What follows belongs to an exercise in optimizing a design on an open flow for small area, a short achievable clock period and few clock cycles per item; a production flow would make more cautious choices.
RTL that was checked went through simulation tests only; none was proved equivalent to the original.
For runs 3 to 6, only the layout was checked, not whether the RTL still works.
Power and IR drop assume default switching activity.

[design/flow/flow/run.sh]
#!/bin/bash
# Own layout flow: the standard ORFS flow (standard.sh, standard synthesis unchanged),
# with the port buffers chosen explicitly instead of the resizer's default pick.
set -euo pipefail
bash standard.sh "BUFFER_PORTS_ARGS=-buffer_cell sky130_fd_sc_hd__buf_2" finish > flow_standard.log 2>&1
[design/flow/standard.sh]
#!/bin/bash
# synth_recipe.tcl (not shown) runs the flow's synth.tcl, then flattens the netlist and writes it again
# the make line also repeats each setting of config.mk as NAME=value (left out here)
make -C /OpenROAD-flow-scripts/flow DESIGN_CONFIG=/design/flow/config.mk WORK_HOME=/design/flow/orfs CLKGATE_MAP_FILE= SYNTH_SCRIPT=/design/flow/synth_recipe.tcl "${@:-finish}"
[design/flow/config.mk]
export PLATFORM = sky130hd
export DESIGN_NAME = NN
export DESIGN_NICKNAME = NN
export VERILOG_FILES = /design/flow/design.v
export SDC_FILE = /design/flow/constraint.sdc
export NUM_CORES = 4
export LEC_CHECK = 0
export CAP_MARGIN = 20
export CORE_MARGIN = 2
export CORE_UTILIZATION = 65
export SLEW_MARGIN = 20
[design/flow/constraint.sdc]
create_clock -name core_clock -period 16.0 [get_ports {clk}]
set_input_delay 3.2000 -clock core_clock [delete_from_list [all_inputs] [get_ports {clk}]]
set_output_delay 3.2000 -clock core_clock [all_outputs]
set_load 0.01 [all_outputs]
[design/flow/design.v]
`timescale 1ns / 1ps
module NN
    # (parameter DATAWIDTH = 32)
    (
    input wire signed[31:0] input_1,
    input wire signed[31:0] input_2,
    input wire clk,
    input wire resetn,
    input wire enable,
    output reg signed[31:0] final_output,
    output reg total_ovf,
    output reg total_zero,
    output reg[2:0] ovf_fsm_state,
    output reg[2:0] zero_fsm_state,
    output wire ready,
    output reg done
);
function gt_const31(input [30:0] x, input [30:0] c);
    integer k;
    reg g;
    begin
        g = 1'b0;
        for (k = 0; k < 31; k = k + 1)
            g = c[k] ? (x[k] & g) : (x[k] | g);
        gt_const31 = g;
    end
endfunction
wire [30:0] i1o = {~input_1[31], input_1[30:2]};
wire [30:0] i2o = {~input_2[31], input_2[30:1]};
wire r3 = !gt_const31(i1o, ((357913941) + 31'sd536870912)) &&  gt_const31(i1o, ((-357913941) + 31'sd536870912)) &&
          !gt_const31(i2o, ((429496729) + 32'sd1073741824)) &&  gt_const31(i2o, ((-429496730) + 32'sd1073741824));
wire r4 = !gt_const31(i1o, ((44739243) + 31'sd536870912)) &&  gt_const31(i1o, ((-44739242) + 31'sd536870912)) &&
          !gt_const31(i2o, ((42949673) + 32'sd1073741824)) &&  gt_const31(i2o, ((-42949673) + 32'sd1073741824));
wire z3 = (input_1[31:2] == 30'd0) || (input_2[31:1] == 31'd0);
wire z4 = (input_1[31:2] == 30'd89478486) || (input_1[31:2] == (30'h3FFFFFFF & -30'sd178956970)) ||
          (input_2[31:1] == (31'h7FFFFFFF & -31'sd429496729));
wire [31:0] i1x = {{2{input_1[31]}}, input_1[31:2]};
wire [31:0] i2x = {input_2[31], input_2[31:1]};
wire [31:0] p1 = i1x << 3;
wire [31:0] p2 = i1x << 4;
wire [31:0] p3 = i2x << 3;
wire [31:0] p4 = i2x << 4;
wire [31:0] p5 = i2x;
wire [31:0] pk = 32'hFFFFFFDE;
wire [31:0] s1 = p1 ^ p2 ^ p3;
wire [31:0] c1 = ((p1 & p2) | (p1 & p3) | (p2 & p3)) << 1;
wire [31:0] s2 = p4 ^ p5 ^ pk;
wire [31:0] c2 = ((p4 & p5) | (p4 & pk) | (p5 & pk)) << 1;
wire [31:0] s3 = s1 ^ c1 ^ s2;
wire [31:0] c3 = ((s1 & c1) | (s1 & s2) | (c1 & s2)) << 1;
wire [31:0] s4 = s3 ^ c3 ^ c2;
wire [31:0] c4 = ((s3 & c3) | (s3 & c2) | (c3 & c2)) << 1;
wire [31:0] u = s4 + c4;
reg [31:0] u_q;
reg r3_q, r4_q, z3_q, z4_q;
always @(posedge clk) begin
    u_q  <= u;
    r3_q <= r3;
    r4_q <= r4;
    z3_q <= z3;
    z4_q <= z4 && r3;
end
always @(posedge clk, negedge resetn) begin
    if (!resetn)
        done <= 1'b0;
    else
        done <= enable;
end
assign ready = 1'b1;
wire u31 = (u_q[31] == u_q[30]);
wire u29 = (u_q[31:28] == 4'b0000) || (u_q[31:28] == 4'b1111);
wire ovf = !(r4_q && u29);
always @(*) begin
    final_output = ovf ? 32'hFFFFFFFF : {u_q[28:0], 3'b100};
    total_ovf = ovf;
    total_zero = 1'b0;
    ovf_fsm_state = !r3_q ? 3'd3 : (!r4_q || !u31) ? 3'd4 : !u29 ? 3'd5 : 3'd0;
    zero_fsm_state = z4_q ? 3'd4 : z3_q ? 3'd3 : 3'd0;
end
endmodule
==> metrics.md, run 1 <==
| Metric | Value |
|---|---|
| Final worst slack | 9.09 ns |
| PwrDens | 128 nW/um2 |
| Initial Util | 0.671 |
| Root Driver | clkbuf_8 |
| Worst slew pin tran | 0.918 ns |
| Worst slack, placed | 8.82 ns |
| Cts repair resizes | 0 |
| First-pass GRT wire length | 24900 um |
| Clock tree from TritonCTS | yes |
| Sw Share | 0.468 |
| Seq pwr share | 0.171 |
| Distinct cell type count after synthesis | 60 |
| Fin nets | 1024 |
| Prevailing post-synth register cell | dfxtp_1 |
| Switching power of the nets | 0.000412 W |
| Post-synthesis sequential area ratio | 0.120 |
| Die Y | roughly 100 um |
| Int Pwr | about 0.00047 W |
| Crit path top cell by count | fa_1 |
| Max frequency | 0.145 GHz |
| Endpoint class of the critical path | flip-flop |
| Overall Global Routing Usage | 0.308 |
| Num CTS Buffers | 5 |
| Area Overhead vs Synth | 11.1% |
| Kind of critical path | in -> reg |
| Worst min path class | in -> async |
| Grt total ovfl | 0 |
| Mapped cell area | 6200 um2 |
| Clock power share | 0.086 |
| Die X-Extent | between 100 and 150 um |
| Synth area leader | fa_1 |
| Final worst path period share | 0.432 |
| Worst endpoint data arrival time | 7.13 ns |
| Outcome | complete, no violations |
| Top Ports | 109 |
| Vias in the first global route | around 5400 |
| Most common cell in the netlist | inv_1 |
| CTS max path bufs | 2 |
| IO buf count | 102 |
| Leak pwr | 3.29 nW |
| DR pass1 iterations | 5 |
| Finished Core Util | 0.745 |
| CTS H-tree depth | 2 |
| Final hold slack | 2.66 ns |
| Final HPWL DP | 13000 um |
| Number of flops mapped to enable cells by yosys | 0 |
| Most common library cells after synthesis | 134 x inv_1, 93 x ha_1, 82 x fa_1, 40 x a21oi_1, 36 x dfxtp_1 |
| Share of the synthesized area in the top cell type | 0.265 |
| Gpl congestion | 0.934 |
| # diodes | 0 |
| Total number of vias | 5220 |
| Final hold violations | 0 |
| Synth Warn # | 1 |
| Maximum vdd drop | 0.115 mV |
| Period minus WS final | 6.91 ns |
| Ys async rst share | 0.0270 |
| Layout cell share with drive strength beyond 1 | 0.184 |
| Vias/cell | 5.72 |
| CP Max Fanout | 6 |
| #FFs+latches synth | 37 |
| CP max stage cell | fa_1 |
| Crit-path cells | buf_2 > inv_1 > fa_1 > fa_1 > fa_1 > inv_1 > ha_1 > o21ai_0 > o21a_1 > nor4_2 > o21ai_1 > nor2_1 > o21ai_1 > a2111o_1 > o211ai_1 |
| Cells after Synth | 686 |
| Drt wl/cell | around 16 um |
| Total of max-cap violations | 0 |
| CTS Hold Bufs | 0 |
| Synth top area cells | fa_1 26%, ha_1 19%, dfxtp_1 12% |
| Initial antenna violation count | 0 |
| Setup TNS | 0 ns |
| Synthesized area per cell | between 9 and 10 um2 |
| Core footprint | 9240 um2 |
| RSZ-0062 raised after global routing | no |
| Post-CTS Setup Repair Bufs | 0 |
| Largest net degree at the start of global routing | 32 |
| Post-DRT Antenna Nets | 0 |
| Gate power share | 0.743 |
| Setup crit start kind | primary input |
| Worst slew margin | 0.387 |
| FP Rows | 35 |
| Worst-path clk slew | 0.08 ns |
| Post-Route WL | about 15000 um |
| Iteration-0 DRC Markers | 218 |
| Clock sink count | 37 |
| Final setup violation count | 0 |
| # DRC | 0 |
| Critical Path RT | 16.22 ns |
| CP max stage delay | 0.49 ns |
| Die area | around 10000 um2 |
| Slew Limit Fails | 0 |
[power by group through the flow]
stage	registers, W	clock network, W	logic [W]
finish	0.000150	0.0000756	0.000653
global route	0.000154	0.0000834	0.000736
CTS	0.000150	0.0000797	0.000651
detailed placement	0.000152	0	0.000646
global placement	0.000151	0	0.000622
floorplan	0.000149	0	0.000514
[layout by cell type, fill, tap and decap left out, types with 21 or more instances in the layout]
cell     count
fa_1        82
o21ai_0     29
a21oi_1     40
inv_1      134
xnor2_1     21
or2_2       28
dfxtp_1     36
ha_1        93
nand2_1     22
buf_2      102
[registers in the layout (all words and copies together), names as in the netlist]
register / count
r3_q: 1
u_q: 32
z3_q: 1
done: 1
r4_q: 1
z4_q: 1
[stage by stage]
step | instances | power [W] | cell area [um2]
2_1_floorplan | 687 | 0.000662 | 6200
3_3_place_gp | 904 | 0.000773 | 6790
3_5_place_dp | 904 | 0.000799 | 6790
4_1_cts | 912 | 0.000881 | 6890
5_1_grt | 912 | 0.000974 | 6890
6_report | 912 | 0.000879 | 6890
[per-layer routing]
metal,up-vias,part of all wire,GRT usage,wire length [um]
met5,-,0,0,0
met4,0,0.032,0.110,483
met3,45,0.053,0.0393,787
met2,197,0.51,0.559,7700
met1,2491,0.40,0.375,6000
li1,2487,-,-,-
[logic make-up after synthesis]
logic type | after synthesis | share of synthesized area
adders and majority gates | 175 | 0.453
and+or+nand+nor | 142 | 0.127
DFF | 37 | 0.120
other | 2 | 0.00121
buffers and inverters | 148 | 0.0951
xor gates and xnor gates | 30 | 0.0424
AOI/OAI and AO/OA | 152 | 0.162
[final cells by class]
class	count	area (um2)
fill	712	2350
sequential	37	746
clock buffer	7	96.3
tap	129	161
multi-input combinational	502	4870
inverter	134	503
timing repair buffer	102	510
clock inverter	1	5.00
[how the worst max path moves through the flow]
stage | start | endpoint | slack (ns)
after global placement | input_2[4] | u_q[30] | 8.84
after global routing | input_2[4] | u_q[30] | 8.87
after detailed placement | input_2[4] | u_q[31] | 8.82
after floorplan | input_2[4] | u_q[31] | 9.49
final | input_2[4] | u_q[30] | 9.09
after CTS | input_2[4] | u_q[30] | 9.13
[critical path: cells and delay by family]
family,cells,cell delay (ns)
buffers and inverters,3,0.41
AO/OA/AOI/OAI,6,1.26
adder cells (fa/ha/maj),4,1.77
AND/OR/NAND/NOR,2,0.50
Testbench counts, summed over its fixed seeds: cycles 2,400, items 2,400.
==> inputs of run 2 (changes only) <==
--- a/design/flow/config.mk
+++ b/design/flow/config.mk
@@ -7,5 +7,5 @@
 export LEC_CHECK = 0
 export CAP_MARGIN = 20
 export CORE_MARGIN = 2
-export CORE_UTILIZATION = 65
+export CORE_UTILIZATION = 40
 export SLEW_MARGIN = 20
==> metrics.md, run 2 <==
| Metric | Value |
|---|---|
| Iteration-0 DRC Markers | 244 (+12%) |
| Setup TNS | 0 ns (unchanged) |
| Final setup violation count | 0 (unchanged) |
| Worst-path clk slew | 0.06 ns (-0.02 ns) |
| Initial antenna violation count | 2 (+2) |
| # fillers | 1504 (+110%) |
| Post-DRT Antenna Nets | 0 (unchanged) |
| Most common cell in the netlist | inv_1 |
| Vias in the first global route | 5246 (-2.2%) |
| Setup crit start kind | primary input |
| Synthesized area per cell | 9.03 um2 (unchanged) |
| Post-DP Area | 6860 um2 (+1.1%) |
| Post-Route WL | 15900 um (+6.1%) |
| RSZ-0062 raised after global routing | no |
| Clock sink count | 37 (unchanged) |
| CP Max Fanout | 6 (unchanged) |
| Clock power share | 0.128 (+0.042) |
| Final HPWL DP | 13900 um (+6.9%) |
| Post-CTS Setup Repair Bufs | 0 (unchanged) |
| Number of flops mapped to enable cells by yosys | 0 (unchanged) |
| Sw Share | 0.452 (-0.0168) |
| Synth area leader | fa_1 |
| Outcome | complete, no violations |
| Switching power of the nets | 0.000414 W (+0.51%) |
| First-pass GRT wire length | 25600 um (+2.9%) |
| FP Rows | 45 (+29%) |
| Period minus WS final | 6.93 ns (+0.0179 ns) |
| Mapped cell area | 6200 um2 (unchanged) |
| CTS max path bufs | 2 (unchanged) |
| Total number of vias | 5134 (-1.6%) |
| Max frequency | 0.144 GHz (-0.26%) |
| Endpoint class of the critical path | flip-flop |
| Gate power share | 0.709 (-0.034) |
| Fin area | 7050 um2 (+2.3%) |
| Die Y | 128 um (+26%) |
| Num CTS Buffers | 5 (unchanged) |
| Grt total ovfl | 0 (unchanged) |
| Core footprint | 15100 um2 (+64%) |
| Worst slew pin tran | 0.526 ns (-0.391 ns) |
| Leak pwr | 3.33 nW (+1.0%) |
| Most common cell after layout, fill and taps aside | inv_1 |
| Most flop-heavy register | u_q |
| Worst endpoint data arrival time | 7.14 ns (about the same) |
| Critical Path Start | input_2[4] |
| Final hold violations | 0 (unchanged) |
| Layout cell share with drive strength beyond 1 | 0.184 (-0.000235) |
| Max FFs per register | 32 (unchanged) |
| Drt wl/cell | 16.3 um (-0.52%) |
| Total of max-cap violations | 0 (unchanged) |
| Slew Limit Fails | 0 (unchanged) |
| CTS Hold Bufs | 0 (unchanged) |
| IO buf count | 102 (unchanged) |
| Multi-input gate area | 4870 um2 (unchanged) |
| Int Pwr | 0.000502 W (+7.5%) |
| Overall Global Routing Usage | 0.200 (-0.109) |
| Maximum vdd drop | 0.0949 mV (-17%) |
| Clock tree from TritonCTS | yes |
| Prevailing post-synth register cell | dfxtp_1 |
| Root Driver | clkbuf_16 |
| Share of the synthesized area in the top cell type | 0.265 (unchanged) |
| CP endpoint | u_q[30] |
| Worst slew margin | 0.646 (+0.259) |
| # DRC | 0 (unchanged) |
| Top Ports | 109 (unchanged) |
| Area Overhead vs Synth | 13.7% |
| Die area | 16500 um2 (+60%) |
| Die X-Extent | 128 um (+26%) |
| Vias/cell | 5.28 (-7.8%) |
| Distinct cell type count after synthesis | 60 (unchanged) |
| CTS H-tree depth | 2 (unchanged) |
| Ys async rst share | 0.0270 (unchanged) |
| Synth top area cells | fa_1 26%, ha_1 19%, dfxtp_1 12% |
| Synth Warn # | 1 (unchanged) |
| #FFs+latches synth | 37 (unchanged) |
| Final worst path period share | 0.433 (+0.00112) |
| Seq pwr share | 0.164 (-0.007) |
| DR pass1 iterations | 5 (unchanged) |
| PwrDens | 130 nW/um2 (+1.9%) |
| Kind of critical path | in -> reg |
| Cells after Synth | 686 (unchanged) |
| Largest net degree at the start of global routing | 32 (unchanged) |
| Critical Path RT | 16.20 ns (-0.02 ns) |
| Most common library cells after synthesis | 134 x inv_1, 93 x ha_1, 82 x fa_1, 40 x a21oi_1, 36 x dfxtp_1 |
| FF+latch area | 746 um2 (unchanged) |
| Post-synthesis sequential area ratio | 0.120 (unchanged) |
| Finished Core Util | 0.465 (-0.280) |
| Commonest cells after routing, fill and taps aside | 134 x inv_1, 102 x buf_2, 93 x ha_1 |
| Fin nets | 1025 (+0.098%) |
| Initial Util | 0.409 (-0.262) |
| Worst min path class | in -> async |
| Cts repair resizes | 0 (unchanged) |
| Gpl congestion | 0.883 (-5.5%) |
[run 2: per-stage QoR]
step / std cells / hold slack (ns) / setup slack (ns) / total power [W]
5_1_grt: 972 / 2.65 / 8.91 / 0.00102
4_1_cts: 971 / 2.65 / 9.10 / 0.000928
6_report: 973 / 2.67 / 9.07 / 0.000916
2_1_floorplan: 687 / 2.90 / 9.49 / 0.000662
3_5_place_dp: 963 / 2.98 / 8.79 / 0.000801
3_3_place_gp: 963 / 2.97 / 8.82 / 0.000787
[run 2: worst min-delay path by stage]
stage	endpoint	slack, ns	depth (start not counted)
after floorplan	done	2.90	0
after global placement	done	2.97	1
after detailed placement	done	2.98	1
after CTS	done	2.65	1
after global routing	done	2.65	1
final	done	2.67	1
[run 2: cell type report]
type	count	share of cell area
antenna	1	0.000355
clock buffer	6	0.0183
clock inverter	2	0.00551
inverter	134	0.0714
multi-input combinational	502	0.691
sequential	37	0.106
tap	188	0.0334
timing repair buffer	103	0.0746
[run 2: cell families (layout without fill, tap and decap cells)]
| logic type | Yosys count | in the layout | share of synthesized area |
|---|---|---|---|
| adders and majority gates | 175 | 175 | 0.453 |
| AOI/OAI and AO/OA | 152 | 152 | 0.162 |
| buffers and inverters | 148 | 245 | 0.0951 |
| and+or+nand+nor | 142 | 142 | 0.127 |
| DFF | 37 | 37 | 0.120 |
| xor gates and xnor gates | 30 | 30 | 0.0424 |
| other | 2 | 4 | 0.00121 |
[run 2: power groups by stage]
stage / sequential (W) / combinational [W] / clock, W
3_3_place_gp: 0.000151 / 0.000636 / 0
4_1_cts: 0.000151 / 0.000654 / 0.000123
6_report: 0.000150 / 0.000649 / 0.000117
2_1_floorplan: 0.000149 / 0.000514 / 0
3_5_place_dp: 0.000153 / 0.000648 / 0
5_1_grt: 0.000155 / 0.000737 / 0.000125
[run 2: routing by layer]
layer  GRT usage  part of all wire  up-vias  routed length [um]
li1            -                 -     2489                   -
met5           0           0.00082        -                  13
met3      0.0453             0.062       22                 982
met4      0.0627             0.021        2                 333
met2       0.332              0.48      144                7590
met1       0.260              0.44     2477                6970
[run 2: critical path, stage by stage]
cell and delay, ns:
buf_2 0.13, inv_1 0.25, fa_1 0.49, fa_1 0.46, fa_1 0.49, inv_1 0.04, ha_1 0.32, o21ai_0 0.13
o21a_1 0.23, nor4_2 0.32, o21ai_1 0.14, nor2_1 0.21, o21ai_1 0.20, a2111o_1 0.41, o211ai_1 0.11
==> inputs of run 3 (changes only) <==
--- a/design/flow/design.v
+++ b/design/flow/design.v
@@ -36,21 +36,7 @@
           (input_2[31:1] == (31'h7FFFFFFF & -31'sd429496729));
 wire [31:0] i1x = {{2{input_1[31]}}, input_1[31:2]};
 wire [31:0] i2x = {input_2[31], input_2[31:1]};
-wire [31:0] p1 = i1x << 3;
-wire [31:0] p2 = i1x << 4;
-wire [31:0] p3 = i2x << 3;
-wire [31:0] p4 = i2x << 4;
-wire [31:0] p5 = i2x;
-wire [31:0] pk = 32'hFFFFFFDE;
-wire [31:0] s1 = p1 ^ p2 ^ p3;
-wire [31:0] c1 = ((p1 & p2) | (p1 & p3) | (p2 & p3)) << 1;
-wire [31:0] s2 = p4 ^ p5 ^ pk;
-wire [31:0] c2 = ((p4 & p5) | (p4 & pk) | (p5 & pk)) << 1;
-wire [31:0] s3 = s1 ^ c1 ^ s2;
-wire [31:0] c3 = ((s1 & c1) | (s1 & s2) | (c1 & s2)) << 1;
-wire [31:0] s4 = s3 ^ c3 ^ c2;
-wire [31:0] c4 = ((s3 & c3) | (s3 & c2) | (c3 & c2)) << 1;
-wire [31:0] u = s4 + c4;
+wire [31:0] u = (i1x << 4) + (i1x << 3) + (i2x << 4) + (i2x << 3) + i2x - 32'd34;
 reg [31:0] u_q;
 reg r3_q, r4_q, z3_q, z4_q;
 always @(posedge clk) begin
==> metrics.md, run 3 <==
| Metric | Value |
|---|---|
| Period minus WS final | 6.89 ns (-0.0451 ns) |
| Initial Util | 0.407 (-0.00187) |
| CP Max Fanout | 6 (unchanged) |
| Ys async rst share | 0.0270 (unchanged) |
| Leak pwr | 3.77 nW (+13%) |
| Final setup violation count | 0 (unchanged) |
| Number of flops mapped to enable cells by yosys | 0 (unchanged) |
| First-pass GRT wire length | 26900 um (+5.2%) |
| Area Overhead vs Synth | 12.4% |
| Clock power share | 0.107 (-0.021) |
| Worst slew pin tran | 0.786 ns (+0.260 ns) |
| Slew Limit Fails | 0 (unchanged) |
| Top Ports | 109 (unchanged) |
| Finished Core Util | 0.458 (-0.00743) |
| Multi-input gate area | 5220 um2 (+7.3%) |
| Synth area leader | fa_1 |
| Gate power share | 0.728 (+0.019) |
| Vias in the first global route | 5322 (+1.4%) |
| DR pass1 iterations | 4 (-1) |
| Die X-Extent | 133 um (+3.9%) |
| FP Rows | 47 (+4.4%) |
| FF+latch area | 746 um2 (unchanged) |
| Final HPWL DP | 14400 um (+3.9%) |
| CTS H-tree depth | 2 (unchanged) |
| Final hold violations | 0 (unchanged) |
| Worst endpoint data arrival time | 7.11 ns (-0.03 ns) |
| Cts repair resizes | 0 (unchanged) |
| Synthesized area per cell | 8.87 um2 (-1.8%) |
| Gpl congestion | 0.957 (+8.5%) |
| Endpoint class of the critical path | flip-flop |
| Grt total ovfl | 0 (unchanged) |
| Total number of vias | 5407 (+5.3%) |
| Synth Warn # | 1 (unchanged) |
| Post-synthesis sequential area ratio | 0.111 (-0.00914) |
| Int Pwr | 0.000477 W (-5.0%) |
| Sw Share | 0.469 (+0.0169) |
| RSZ-0062 raised after global routing | no |
| Num CTS Buffers | 5 (unchanged) |
| Vias/cell | 5.06 (-4.1%) |
| Initial antenna violation count | 0 (-2) |
| Most common cell in the netlist | inv_1 |
| Prevailing post-synth register cell | dfxtp_1 |
| Post-DRT Antenna Nets | 0 (unchanged) |
| Die Y | 133 um (+3.9%) |
| Setup TNS | 0 ns (unchanged) |
| Critical Path RT | 16.22 ns (+0.02 ns) |
| Synth top area cells | fa_1 24%, ha_1 22%, dfxtp_1 11% |
| Largest net degree at the start of global routing | 32 (unchanged) |
| PwrDens | 119 nW/um2 (-8.4%) |
| Seq pwr share | 0.165 (about the same) |
| Most flop-heavy register | u_q |
| Share of the synthesized area in the top cell type | 0.245 (-0.0201) |
| Max FFs per register | 32 (unchanged) |
| #FFs+latches synth | 37 (unchanged) |
| Distinct cell type count after synthesis | 63 (+5.0%) |
| Drt wl/cell | 15.6 um (-4.4%) |
| Max frequency | 0.145 GHz (+0.65%) |
| Iteration-0 DRC Markers | 284 (+16%) |
| Worst-path clk slew | 0.06 ns (about the same) |
| Fin nets | 1118 (+9.1%) |
| Worst min path class | in -> async |
| Commonest cells after routing, fill and taps aside | 174 x inv_1, 120 x ha_1, 102 x buf_2 |
| Clock tree from TritonCTS | yes |
| Switching power of the nets | 0.000421 W (+1.7%) |
| Final worst path period share | 0.430 (-0.00282) |
| CTS max path bufs | 2 (unchanged) |
| Setup crit start kind | primary input |
| Maximum vdd drop | 0.0625 mV (-34%) |
| # DRC | 0 (unchanged) |
| Cells after Synth | 756 (+10%) |
| Outcome | complete, no violations |
| Overall Global Routing Usage | 0.193 (-0.00726) |
| Mapped cell area | 6710 um2 (+8.2%) |
| IO buf count | 102 (unchanged) |
| # diodes | 0 (-1) |
| Worst slew margin | 0.475 (-0.171) |
| Clock sink count | 37 (unchanged) |
| Most common cell after layout, fill and taps aside | inv_1 |
| Kind of critical path | in -> reg |
| Core footprint | 16500 um2 (+8.7%) |
| # fillers | 1662 (+11%) |
| CTS Hold Bufs | 0 (unchanged) |
| Die area | 17800 um2 (+8.0%) |
| Most common library cells after synthesis | 174 x inv_1, 120 x ha_1, 82 x fa_1, 40 x a21oi_1, 36 x dfxtp_1 |
| Root Driver | clkbuf_16 |
| Layout cell share with drive strength beyond 1 | 0.174 (-0.00935) |
| Post-Route WL | 16700 um (+5.0%) |
| Total of max-cap violations | 0 (unchanged) |
| Post-CTS Setup Repair Bufs | 0 (unchanged) |
==> run 3: changes by cell type in the layout (fill, tap and decap cells not counted), moves of 3 or more <==
cell	delta
nand3_1	-4
ha_1	+27
a211o_1	-3
inv_1	+40
nor3_1	-5
nor4_1	+4
a211oi_1	-3
nor2_1	+9
nand4_1	+4
a32oi_1	+5
a21o_1	-7
==> run 3: critical path, stage by stage <==
cell      delay, ns
buf_2          0.15
inv_1          0.18
fa_1           0.47
fa_1           0.54
inv_1          0.04
ha_1           0.26
ha_1           0.22
fa_1           0.50
a211oi_2       0.32
o21ai_2        0.12
a21oi_4        0.26
o22ai_2        0.17
nor2_4         0.13
or4b_1         0.43
o211ai_1       0.10
==> run 3: metrics by stage <==
step	power (W)	instance area, um2	instances	hold WS, ns	setup slack [ns]
2_1_floorplan	0.000662	6710	757	2.90	9.28
3_3_place_gp	0.000799	7400	1062	2.98	8.81
3_5_place_dp	0.000804	7400	1062	2.98	8.78
4_1_cts	0.000906	7540	1069	2.66	9.08
5_1_grt	0.00100	7540	1069	2.66	8.89
6_report	0.000898	7540	1069	2.67	9.11
==> run 3: path summary, 6_finish.rpt <==
check / cells after the start / end / start
hold / removal: 1 / done / resetn
max in group asynchronous: 1 / done / resetn
setup / recovery: 15 / u_q[20] / input_2[5]
min in group core_clock: 1 / done / enable
==> run 3: cell type report <==
cell class / count / share of cell area
clock buffer: 6 / 0.0171
clock inverter: 1 / 0.000664
inverter: 174 / 0.0867
multi-input combinational: 529 / 0.692
sequential: 37 / 0.0989
tap: 220 / 0.0365
timing repair buffer: 102 / 0.0677
==> run 3: cell families after synthesis <==
family	synth area share
compound gates	0.148
xor+xnor	0.0379
fa+ha+maj	0.469
buf+inv	0.111
flops	0.111
other cells	0.00112
simple gates	0.122
==> run 3: power groups by stage <==
stage	clock, W	combinational, W	sequential, W
floorplan	0	0.000514	0.000148
global placement	0	0.000649	0.000150
detailed placement	0	0.000653	0.000151
CTS	0.000100	0.000657	0.000149
finish	0.0000957	0.000654	0.000148
global route	0.000103	0.000745	0.000152
==> run 3: per-layer routing <==
metal / vias to the layer above / share of wire / track usage
li1: 2665 / - / -
met5: - / 0 / 0
met4: 0 / 0.015 / 0.0431
met1: 2581 / 0.47 / 0.272
met2: 145 / 0.46 / 0.319
met3: 16 / 0.047 / 0.0213
==> inputs of run 4 (changes only) <==
==> design/flow/flow/run.sh (replaced) <==
#!/bin/bash
# Own layout flow: the standard ORFS flow (standard.sh, standard synthesis unchanged),
# with the port buffers chosen explicitly instead of the resizer's default pick.
set -euo pipefail
bash standard.sh "BUFFER_PORTS_ARGS=-buffer_cell sky130_fd_sc_hd__buf_2" SETUP_SLACK_MARGIN=10 finish > flow_standard.log 2>&1
==> metrics.md, run 4 <==
| Metric | Value |
|---|---|
| Outcome | complete, no violations |
| Total number of vias | 5571 (+3.0%) |
| Overall Global Routing Usage | 0.207 (+0.0142) |
| Final hold violations | 0 (unchanged) |
| Synth Warn # | 1 (unchanged) |
| Mapped cell area | 6710 um2 (unchanged) |
| Vias/cell | 5.06 (+0.13%) |
| Post-DRT Antenna Nets | 0 (unchanged) |
| Iteration-0 DRC Markers | 255 (-10%) |
| Distinct cell type count after synthesis | 63 (unchanged) |
| Core footprint | 16500 um2 (unchanged) |
| Max frequency | 0.156 GHz (+7.6%) |
| FP Rows | 47 (unchanged) |
| CTS max path bufs | 2 (unchanged) |
| Slew Limit Fails | 0 (unchanged) |
| Initial Util | 0.407 (unchanged) |
| Setup TNS | 0 ns (unchanged) |
| Drt wl/cell | 16.2 um (+4.1%) |
| Largest net degree at the start of global routing | 32 (unchanged) |
| Cells after Synth | 756 (unchanged) |
| Sw Share | 0.438 (-0.0305) |
| CTS H-tree depth | 2 (unchanged) |
| Top Ports | 109 (unchanged) |
| Ys async rst share | 0.0270 (unchanged) |
| Final HPWL DP | 14300 um (-0.31%) |
| Num CTS Buffers | 5 (unchanged) |
| Seq pwr share | 0.120 (-0.045) |
| Synth area leader | fa_1 |
| Clock sink count | 37 (unchanged) |
| Kind of critical path | in -> reg |
| Die X-Extent | 133 um (unchanged) |
| Max FFs per register | 32 (unchanged) |
| Int Pwr | 0.000693 W (+45%) |
| Initial antenna violation count | 0 (unchanged) |
| Die area | 17800 um2 (unchanged) |
| # DRC | 0 (unchanged) |
| Worst endpoint data arrival time | 6.61 ns (-0.50 ns) |
| DR pass1 iterations | 4 (unchanged) |
| Clock tree from TritonCTS | yes |
| Final worst path period share | 0.400 (-0.0303) |
| Prevailing post-synth register cell | dfxtp_1 |
| CP Max Fanout | 3 (-3) |
| Worst min path class | in -> async |
| First-pass GRT wire length | 28700 um (+6.6%) |
| # fillers | 1584 (-4.7%) |
| # diodes | 0 (unchanged) |
| Layout cell share with drive strength beyond 1 | 0.294 (+0.120) |
| Total of max-cap violations | 0 (unchanged) |
| Leak pwr | 3.99 nW (+5.9%) |
| Number of flops mapped to enable cells by yosys | 0 (unchanged) |
| Setup crit start kind | primary input |
| Period minus WS final | 6.40 ns (-0.485 ns) |
| CTS Hold Bufs | 0 (unchanged) |
| Worst slew margin | 0.464 (-0.0109) |
| Most common library cells after synthesis | 174 x inv_1, 120 x ha_1, 82 x fa_1, 40 x a21oi_1, 36 x dfxtp_1 |
| Maximum vdd drop | 0.0775 mV (+24%) |
| RSZ-0062 raised after global routing | yes |
| Endpoint class of the critical path | flip-flop |
| Most flop-heavy register | u_q |
| Post-Route WL | 17900 um (+7.1%) |
| Worst slew pin tran | 0.802 ns (+0.0163 ns) |
| Share of the synthesized area in the top cell type | 0.245 (unchanged) |
| Area Overhead vs Synth | 26.9% |
| Synth top area cells | fa_1 24%, ha_1 22%, dfxtp_1 11% |
| Fin nets | 1148 (+2.7%) |
| Grt total ovfl | 0 (unchanged) |
| Vias in the first global route | 5549 (+4.3%) |
| Synthesized area per cell | 8.87 um2 (unchanged) |
| Critical Path RT | 16.21 ns (about the same) |
| Worst-path clk slew | 0.06 ns (about the same) |
| Die Y | 133 um (unchanged) |
| #FFs+latches synth | 37 (unchanged) |
| Finished Core Util | 0.517 (+0.0593) |
| Final setup violation count | 0 (unchanged) |
| Switching power of the nets | 0.000540 W (+28%) |
| Gpl congestion | 0.932 (-2.6%) |
| Most common cell after layout, fill and taps aside | inv_1 |
| PwrDens | 145 nW/um2 (+22%) |
| Gate power share | 0.784 (+0.056) |
| Commonest cells after routing, fill and taps aside | 164 x inv_1, 98 x ha_1, 81 x buf_2 |
| Post-synthesis sequential area ratio | 0.111 (unchanged) |
| IO buf count | 102 (unchanged) |
| Most common cell in the netlist | inv_1 |
| Root Driver | clkbuf_16 |
| Total power | 0.00123 W (+37%) |
| Clock power share | 0.096 (-0.011) |
-- run 4: cell count changes in the layout (fill, tap and decap cells not counted), sizes merged --
| cell | before | now |
|---|---|---|
| buf | 102 | 130 |
| bufinv | 0 | 1 |
| clkbuf | 6 | 9 |
| clkinv | 1 | 0 |
| clkinvlp | 0 | 1 |
| inv | 174 | 173 |
-- run 4: metrics by stage --
stage               cells  instance area, um2  hold WS [ns]  setup slack (ns)
finish               1100                8510          2.67              9.60
global route         1100                8510          2.65              9.49
CTS                  1086                8190          2.66              9.52
detailed placement   1062                7500          2.98              8.96
global placement     1062                7500          2.98              8.98
floorplan             757                6820          2.90              9.49
-- run 4: power by group through the flow --
stage / clock, W / sequential (W) / combinational (W)
after floorplan: 0 / 0.000148 / 0.000553
after global placement: 0 / 0.000150 / 0.000684
after detailed placement: 0 / 0.000151 / 0.000688
after CTS: 0.000123 / 0.000148 / 0.000837
after global routing: 0.000128 / 0.000153 / 0.00107
final: 0.000118 / 0.000148 / 0.000966
-- run 4: metal layers --
layer,share of wire,track usage
met4,0.016,0.0532
met5,0,0
met1,0.46,0.286
met3,0.057,0.0331
met2,0.47,0.339
-- run 4: worst max-delay path: stages --
cell	delay, ns
buf_8	0.10
fa_1	0.54
inv_2	0.04
fa_1	0.47
inv_1	0.05
fa_1	0.48
fa_2	0.39
a211oi_4	0.25
o21ai_2	0.10
a21oi_4	0.22
o22ai_4	0.11
nor2_4	0.09
or4b_1	0.44
o211ai_1	0.11
-- run 4: how the worst max path moves through the flow --
stage	startpoint	slack [ns]	to
5_1_grt	input_1[3]	9.49	u_q[20]
6_report	input_1[3]	9.60	u_q[20]
2_1_floorplan	input_1[3]	9.49	u_q[20]
3_5_place_dp	input_2[5]	8.96	u_q[20]
3_3_place_gp	input_2[5]	8.98	u_q[20]
4_1_cts	input_1[3]	9.52	u_q[20]
-- run 4: area by class of cell --
class	count	area [um2]	share of cell area
Clock buffer	7	143	0.0168
Clock inverter	1	30.0	0.00353
Inverter	174	659	0.0775
Multi-Input combinational cell	529	5800	0.681
Sequential cell	37	746	0.0876
Tap cell	220	275	0.0323
Timing Repair Buffer	132	862	0.101
-- run 4: kinds of logic (layout without fill, tap and decap cells) --
family / after synthesis / count (layout) / share of synthesized area
AOI/OAI and AO/OA: 147 / 147 / 0.148
xor gates and xnor gates: 29 / 29 / 0.0379
adders and majority gates: 202 / 202 / 0.469
buffers and inverters: 191 / 314 / 0.111
DFF: 37 / 37 / 0.111
other: 2 / 3 / 0.00112
and+or+nand+nor: 148 / 148 / 0.122
-- run 4: what timing repair did --
action,in CTS,in global routing
buffers inserted,16,14
pin swaps,24,46
setup endpoints to repair,21,21
gates resized for setup,79,60
gates cloned,0,0
hold endpoints to repair,0,0
==> inputs of run 5 (changes only) <==
==> design/flow/flow/run.sh (replaced) <==
#!/bin/bash
# Own layout flow: the standard ORFS flow (standard.sh, standard synthesis unchanged),
# with the port buffers chosen explicitly instead of the resizer's default pick.
set -euo pipefail
bash standard.sh "BUFFER_PORTS_ARGS=-buffer_cell sky130_fd_sc_hd__buf_2" SETUP_SLACK_MARGIN=11 finish > flow_standard.log 2>&1
==> metrics.md, run 5 <==
| Metric | Value |
|---|---|
| CP Max Fanout | 5 (+2) |
| Clock sink count | 37 (unchanged) |
| Max frequency | 0.155 GHz (-0.69%) |
| Worst Path Buf+Inv | 6 (+3) |
| Gate power share | 0.796 (+0.012) |
| Total number of vias | 5628 (+1.0%) |
| Total of max-cap violations | 0 (unchanged) |
| Outcome | complete, no violations |
| Endpoint class of the critical path | flip-flop |
| Initial Util | 0.407 (unchanged) |
| Period minus WS final | 6.45 ns (+0.0445 ns) |
| Int Pwr | 0.000671 W (-3.2%) |
| Grt total ovfl | 0 (unchanged) |
| CP max stage cell | fa_1 |
| Finished Layout Cells | 1102 (+0.18%) |
| Drt wl/cell | 16.7 um (+2.5%) |
| PwrDens | 140 nW/um2 (-3.0%) |
| DR pass1 iterations | 5 (+1) |
| Post-synthesis sequential area ratio | 0.111 (unchanged) |
| Gpl congestion | 0.960 (+3.0%) |
| Top Ports | 109 (unchanged) |
| Leak pwr | 4.05 nW (+1.5%) |
| Final worst path period share | 0.403 (+0.00278) |
| Worst endpoint data arrival time | 6.63 ns (+0.02 ns) |
| CTS max path bufs | 2 (unchanged) |
| Worst slew pin tran | 0.883 ns (+0.0807 ns) |
| Synth top area cells | fa_1 24%, ha_1 22%, dfxtp_1 11% |
| Root Driver | clkbuf_16 |
| Vias/cell | 5.11 (+0.84%) |
| Total power | 0.00122 W (-0.78%) |
| Commonest cells after routing, fill and taps aside | 164 x inv_1, 99 x ha_1, 80 x buf_2 |
| RSZ-0062 raised after global routing | yes |
| Synth Warn # | 1 (unchanged) |
| Share of the synthesized area in the top cell type | 0.245 (unchanged) |
| Slew Limit Fails | 0 (unchanged) |
| Critical Path RT | 16.18 ns (-0.03 ns) |
| Synth area leader | fa_1 |
| Most common library cells after synthesis | 174 x inv_1, 120 x ha_1, 82 x fa_1, 40 x a21oi_1, 36 x dfxtp_1 |
| Initial antenna violation count | 0 (unchanged) |
| Clock tree from TritonCTS | yes |
| Distinct cell type count after synthesis | 63 (unchanged) |
| Worst slew margin | 0.410 (-0.0533) |
| Finished Core Util | 0.529 (+0.0119) |
| Sw Share | 0.452 (+0.0135) |
| Overall Global Routing Usage | 0.202 (-0.00507) |
| Area Overhead vs Synth | 29.9% |
| Setup crit start kind | primary input |
| Number of flops mapped to enable cells by yosys | 0 (unchanged) |
| Layout cell share with drive strength beyond 1 | 0.310 (+0.0152) |
| Crit path top cell by count | fa_1 |
| Synthesized area per cell | 8.87 um2 (unchanged) |
| #FFs+latches synth | 37 (unchanged) |
| Max FFs per register | 32 (unchanged) |
| Iteration-0 DRC Markers | 225 (-12%) |
| Seq pwr share | 0.126 (+0.006) |
| Largest net degree at the start of global routing | 17 (-47%) |
| Post-DRT Antenna Nets | 0 (unchanged) |
| Most common cell after layout, fill and taps aside | inv_1 |
| CTS H-tree depth | 2 (unchanged) |
| Prevailing post-synth register cell | dfxtp_1 |
| FP Rows | 47 (unchanged) |
| Core footprint | 16500 um2 (unchanged) |
| Worst min path class | in -> async |
| First-pass GRT wire length | 28100 um (-2.0%) |
| Crit-path cells | buf_12 > clkinvlp_4 > buf_6 > fa_1 > fa_1 > fa_1 > inv_2 > ha_4 > o21ai_4 > o21ai_2 > a21oi_4 > buf_4 > o32ai_4 > o22ai_2 > buf_4 > xnor2_2 |
| # diodes | 0 (unchanged) |
| Final hold violations | 0 (unchanged) |
| Vias in the first global route | 5450 (-1.8%) |
| Crit path max-delay family | adder cells |
| Cells after Synth | 756 (unchanged) |
| Worst-path clk slew | 0.06 ns (about the same) |
| Die X-Extent | 133 um (unchanged) |
| Dpl cells | 1062 (unchanged) |
| Final HPWL DP | 14300 um (-0.34%) |
| Maximum vdd drop | 0.0775 mV (about the same) |
| Most flop-heavy register | u_q |
| Num CTS Buffers | 5 (unchanged) |
| Ys async rst share | 0.0270 (unchanged) |
| Final setup violation count | 0 (unchanged) |
| Switching power of the nets | 0.000552 W (+2.3%) |
| Clock power share | 0.078 (-0.018) |
| Kind of critical path | in -> reg |
| Mapped cell area | 6710 um2 (unchanged) |
| Setup TNS | 0 ns (unchanged) |
| CP max stage delay | 0.52 ns (-0.02 ns) |
| Fin nets | 1151 (+0.26%) |
| Most common cell in the netlist | inv_1 |
| Die Y | 133 um (unchanged) |
| # DRC | 0 (unchanged) |
| Die area | 17800 um2 (unchanged) |
| IO buf count | 102 (unchanged) |
| Post-Route WL | 18300 um (+2.7%) |
[run 5: cell types whose count changed in the layout (fill, tap and decap cells not counted), moves of 3 or more]
cell | previous run | this run
or2_2 | 29 | 1
clkbuf_4 | 2 | 6
a21oi_2 | 10 | 7
or2_4 | 0 | 28
fa_2 | 6 | 9
fa_1 | 76 | 73
nand2_8 | 0 | 4
o21ai_2 | 3 | 6
[run 5: kinds of logic (layout without fill, tap and decap cells)]
kind of cell | count (synthesis) | count (layout) | synth area share
AO/OA/AOI/OAI | 147 | 147 | 0.148
XOR/XNOR | 29 | 29 | 0.0379
adder cells (fa/ha/maj) | 202 | 202 | 0.469
buffers and inverters | 191 | 313 | 0.111
flip-flops | 37 | 37 | 0.111
other | 2 | 3 | 0.00112
AND/OR/NAND/NOR | 148 | 151 | 0.122
[run 5: repair_timing]
| item | CTS | global route |
|---|---|---|
| pin swaps | 29 | 71 |
| cloned | 1 | 2 |
| setup buffers | 13 | 17 |
| hold buffers | 0 | 0 |
| gates resized for setup | 48 | 149 |
| setup endpoints to repair | 61 | 59 |
[run 5: worst max-delay path by stage]
stage                startpoint       to  slack (ns)  cells after the start
floorplan            input_1[3]  u_q[20]        9.49                     13
global placement    input_2[21]  u_q[30]        9.00                     12
detailed placement  input_2[22]  u_q[30]        8.99                     12
CTS                  input_2[5]  u_q[25]        9.47                     15
global route         input_2[2]  u_q[30]        9.45                     15
finish               input_2[5]  u_q[28]        9.55                     16
[run 5: area by class of cell]
class | instances | area, um2
inverters | 174 | 659
clock buffers | 6 | 129
well taps | 220 | 275
flip-flops and latches | 37 | 746
repair buffers | 132 | 861
multi-input cells | 532 | 6030
clock inverters | 1 | 5.00
fillers | 1535 | 7760
[run 5: stage by stage]
stage	worst slack, ns	hold slack [ns]	area [um2]
CTS	9.47	2.66	7960
global route	9.45	2.66	8710
detailed placement	8.99	2.98	7510
floorplan	9.49	2.90	6830
finish	9.55	2.66	8710
global placement	9.00	2.98	7510
[run 5: routing by layer]
layer  vias up  GRT usage  part of all wire  wire length [um]
met5         -          0                 0                 0
met4         0     0.0597             0.021               387
met3        21     0.0213             0.041               747
met2       140      0.316              0.46              8430
met1      2728      0.295              0.48              8780
li1       2739          -                 -                 -
[run 5: power by group through the flow]
stage	clock network [W]	logic [W]	registers [W]
after global routing	0.000104	0.00107	0.000158
after floorplan	0	0.000556	0.000148
after detailed placement	0	0.000691	0.000151
final	0.0000959	0.000973	0.000154
after CTS	0.0000998	0.000756	0.000151
after global placement	0	0.000689	0.000150
==> inputs of run 6 (changes only) <==
==> design/flow/run.sh (new file) <==
#!/bin/bash
# synth_recipe.tcl (not shown) runs the flow's synth.tcl, then flattens the netlist and writes it again
# the make line also repeats each setting of config.mk as NAME=value (left out here)
make -C /OpenROAD-flow-scripts/flow DESIGN_CONFIG=/design/flow/config.mk WORK_HOME=/design/flow/orfs CLKGATE_MAP_FILE= SYNTH_SCRIPT=/design/flow/synth_recipe.tcl finish
removed: design/flow/flow/run.sh
removed: design/flow/standard.sh
==> metrics.md, run 6 <==
| Metric | Value |
|---|---|
| CP max stage cell | clkdlybuf4s50_1 |
| Worst-path clk slew | 0.06 ns (about the same) |
| First-pass GRT wire length | 27400 um (-2.5%) |
| Vias in the first global route | 5319 (-2.4%) |
| Endpoint class of the critical path | flip-flop |
| Layout cell share with drive strength beyond 1 | 0.0542 (-0.255) |
| Maximum vdd drop | 0.0728 mV (-6.0%) |
| Root Driver | clkbuf_16 |
| Most flop-heavy register | u_q |
| Most common cell after layout, fill and taps aside | inv_1 |
| Mapped cell area | 6710 um2 (unchanged) |
| Cts repair resizes | 0 (-100%) |
| Clock power share | 0.105 (+0.027) |
| Final hold slack | 3.04 ns (+0.379 ns) |
| Ys async rst share | 0.0270 (unchanged) |
| Share of the synthesized area in the top cell type | 0.245 (unchanged) |
| Area Overhead vs Synth | 20.0% |
| Post-synthesis compound-gate area fraction | 0.148 (unchanged) |
| Synth Area in Adders | 0.469 (unchanged) |
| Worst endpoint data arrival time | 7.60 ns (+0.97 ns) |
| Critical Path RT | 16.18 ns (about the same) |
| CP max stage delay | 0.70 ns (+0.18 ns) |
| # diodes | 0 (unchanged) |
| Most common cell in the netlist | inv_1 |
| Grt total ovfl | 0 (unchanged) |
| Setup crit start kind | primary input |
| Switching power of the nets | 0.000420 W (-24%) |
| Top Ports | 109 (unchanged) |
| Most common library cells after synthesis | 174 x inv_1, 120 x ha_1, 82 x fa_1, 40 x a21oi_1, 36 x dfxtp_1 |
| Synth Area in Simple Gates | 0.122 (unchanged) |
| Overall Global Routing Usage | 0.197 (-0.00502) |
| Die area | 17800 um2 (unchanged) |
| PwrDens | 113 nW/um2 (-20%) |
| Iteration-0 DRC Markers | 251 (+12%) |
| Total of max-cap violations | 0 (unchanged) |
| Initial Util | 0.407 (unchanged) |
| XOR/XNOR share of the synthesized area | 0.0379 (unchanged) |
| CTS Hold Bufs | 0 (unchanged) |
| Outcome | complete, no violations |
| Worst slew margin | 0.459 (+0.0486) |
| Worst min path class | in -> async |
| Synthesized area per cell | 8.87 um2 (unchanged) |
| Prevailing post-synth register cell | dfxtp_1 |
| Initial antenna violation count | 0 (unchanged) |
| CTS H-tree depth | 2 (unchanged) |
| Clock tree from TritonCTS | yes |
| Period minus WS final | 7.42 ns (+0.971 ns) |
| Core footprint | 16500 um2 (unchanged) |
| Fin nets | 1118 (-2.9%) |
| Vias/cell | 5.03 (-1.6%) |
| Post-DRT Antenna Nets | 0 (unchanged) |
| Crit-path cells | clkdlybuf4s50_1 > fa_1 > inv_1 > fa_1 > fa_1 > inv_1 > ha_1 > and4_1 > nand3_1 > o32ai_1 > o22ai_2 > a31o_2 |
| Clock sink count | 37 (unchanged) |
| Commonest cells after routing, fill and taps aside | 174 x inv_1, 120 x ha_1, 102 x clkdlybuf4s50_1 |
| Seq pwr share | 0.164 (+0.038) |
| DR pass1 iterations | 4 (-1) |
| CP Max Fanout | 7 (+2) |
| Total power | 0.000906 W (-26%) |
| Synth area leader | fa_1 |
| Die Y | 133 um (unchanged) |
| Gpl congestion | 0.900 (-6.2%) |
| Setup TNS | 0 ns (unchanged) |
| Int Pwr | 0.000486 W (-28%) |
| Kind of critical path | in -> reg |
| Max frequency | 0.135 GHz (-13%) |
| Final HPWL DP | 14400 um (+0.67%) |
| Multi-input gate area | 5220 um2 (-14%) |
| Number of flops mapped to enable cells by yosys | 0 (unchanged) |
| Final hold violations | 0 (unchanged) |
| Post-Route WL | 16900 um (-8.0%) |
| Post-synthesis sequential area ratio | 0.111 (unchanged) |
| FP Rows | 47 (unchanged) |
| IO buf count | 102 (unchanged) |
| Synth Warn # | 1 (unchanged) |
| Largest family of logic cells by synthesized area | adder cells |
| Largest net degree at the start of global routing | 32 (+15) |
| RSZ-0062 raised after global routing | no |
| Post-CTS Setup Repair Bufs | 0 (-13) |
| CTS max path bufs | 2 (unchanged) |
| # fillers | 1635 (+6.5%) |
| Sw Share | 0.464 (+0.0123) |
| Die X-Extent | 133 um (unchanged) |
| Crit path top cell by count | fa_1 |
| Max FFs per register | 32 (unchanged) |
| #FFs+latches synth | 37 (unchanged) |
| Distinct cell type count after synthesis | 63 (unchanged) |
| # DRC | 0 (unchanged) |
| Worst slew pin tran | 0.791 ns (-0.0922 ns) |
| Cells after Synth | 756 (unchanged) |
| Final setup violation count | 0 (unchanged) |
| FF+latch area | 746 um2 (unchanged) |
| Final worst path period share | 0.464 (+0.0607) |
| Gate power share | 0.731 (-0.065) |
| Num CTS Buffers | 5 (unchanged) |
| Leak pwr | 3.83 nW (-5.4%) |
| Total number of vias | 5372 (-4.5%) |
| Mux share of post-synthesis cell area | 0 (unchanged) |
| Synth top area cells | fa_1 24%, ha_1 22%, dfxtp_1 11% |
| Slew Limit Fails | 0 (unchanged) |
| Drt wl/cell | 15.8 um (-5.1%) |
==> run 6: worst max-delay path, delay by kind of cell <==
kind / cells / cell delay, ns
AOI/OAI and AO/OA: 3 / 1.08
buffers and inverters: 3 / 0.79
adders and majority gates: 4 / 2.03
and+or+nand+nor: 2 / 0.50
==> run 6: cell families (layout without fill, tap and decap cells) <==
logic type | after synthesis | in the layout
other cells | 2 | 3
fa+ha+maj | 202 | 202
compound gates | 147 | 147
flops | 37 | 37
xor+xnor | 29 | 29
buf+inv | 191 | 283
simple gates | 148 | 148
==> run 6: path summary, 6_finish.rpt <==
check                      endpoint  cells after the start        start
min in group core_clock        done                      1       enable
max in group asynchronous      done                      1       resetn
min                            done                      1       resetn
max                         u_q[30]                     12  input_2[20]
==> run 6: per-stage QoR <==
step	cells	setup WS (ns)	area, um2	utilization
floorplan	757	9.28	6710	-
global placement	1062	8.31	7910	0.481
detailed placement	1062	8.28	7910	0.481
CTS	1069	8.58	8050	0.489
global route	1069	8.42	8050	0.489
finish	1069	8.58	8050	0.489
==> run 6: cell type report <==
| class | instances | area share |
|---|---|---|
| multi-input cells | 529 | 0.648 |
| repair buffers | 102 | 0.127 |
| flip-flops and latches | 37 | 0.0927 |
| inverters | 174 | 0.0812 |
| well taps | 220 | 0.0342 |
| clock buffers | 6 | 0.0160 |
| clock inverters | 1 | 0.000622 |
==> run 6: routing by layer <==
metal | GRT usage | share of wire
met2 | 0.325 | 0.46
met1 | 0.271 | 0.47
met4 | 0.0526 | 0.018
met3 | 0.0274 | 0.051
met5 | 0 | 0
==> run 6: power by group through the flow <==
| stage | clock network, W | logic [W] | registers (W) |
|---|---|---|---|
| global placement | 0 | 0.000659 | 0.000150 |
| detailed placement | 0 | 0.000662 | 0.000151 |
| finish | 0.0000953 | 0.000662 | 0.000148 |
| floorplan | 0 | 0.000514 | 0.000148 |
| global route | 0.000103 | 0.000752 | 0.000153 |
| CTS | 0.000100 | 0.000667 | 0.000149 |

-- port drivers added, routing unchanged --
The flow's constraints put no driver on any port. The routed layouts listed below were extracted and timed again, unchanged, in two steps.
Step 1, drivers: a clkbuf_16 drives clk and a buf_2 each remaining input, both assumed.
Step 2 moves the port delays by t, midway between the first and last clock arrival at a register: inputs arrive t later, outputs are due t later. That takes back most of the time a late clock gives input paths.
Slacks: no drivers / after step 1 / after step 2; pairs: no drivers / after step 1.
run	t, ns	setup WS [ns]	hold WS [ns]
run 1	0.325	9.085 / 9.098 / 8.774	2.664 / 2.655 / 2.980
run 2	0.337	9.067 / 9.086 / 8.750	2.666 / 2.651 / 2.988
run 3	0.330	9.112 / 9.121 / 8.791	2.668 / 2.651 / 2.980
run 4	0.333	9.597 / 9.600 / 9.267	2.670 / 2.648 / 2.981
run 5	0.332	9.553 / 9.519 / 9.187	2.664 / 2.646 / 2.978
run 6	0.329	8.581 / 8.587 / 8.258	3.043 / 3.025 / 3.354
After both steps setup and hold are still met in every run listed. The setup slack of run 5, which loses most, moves by -0.034 ns with the drivers and by -0.366 ns with both steps.
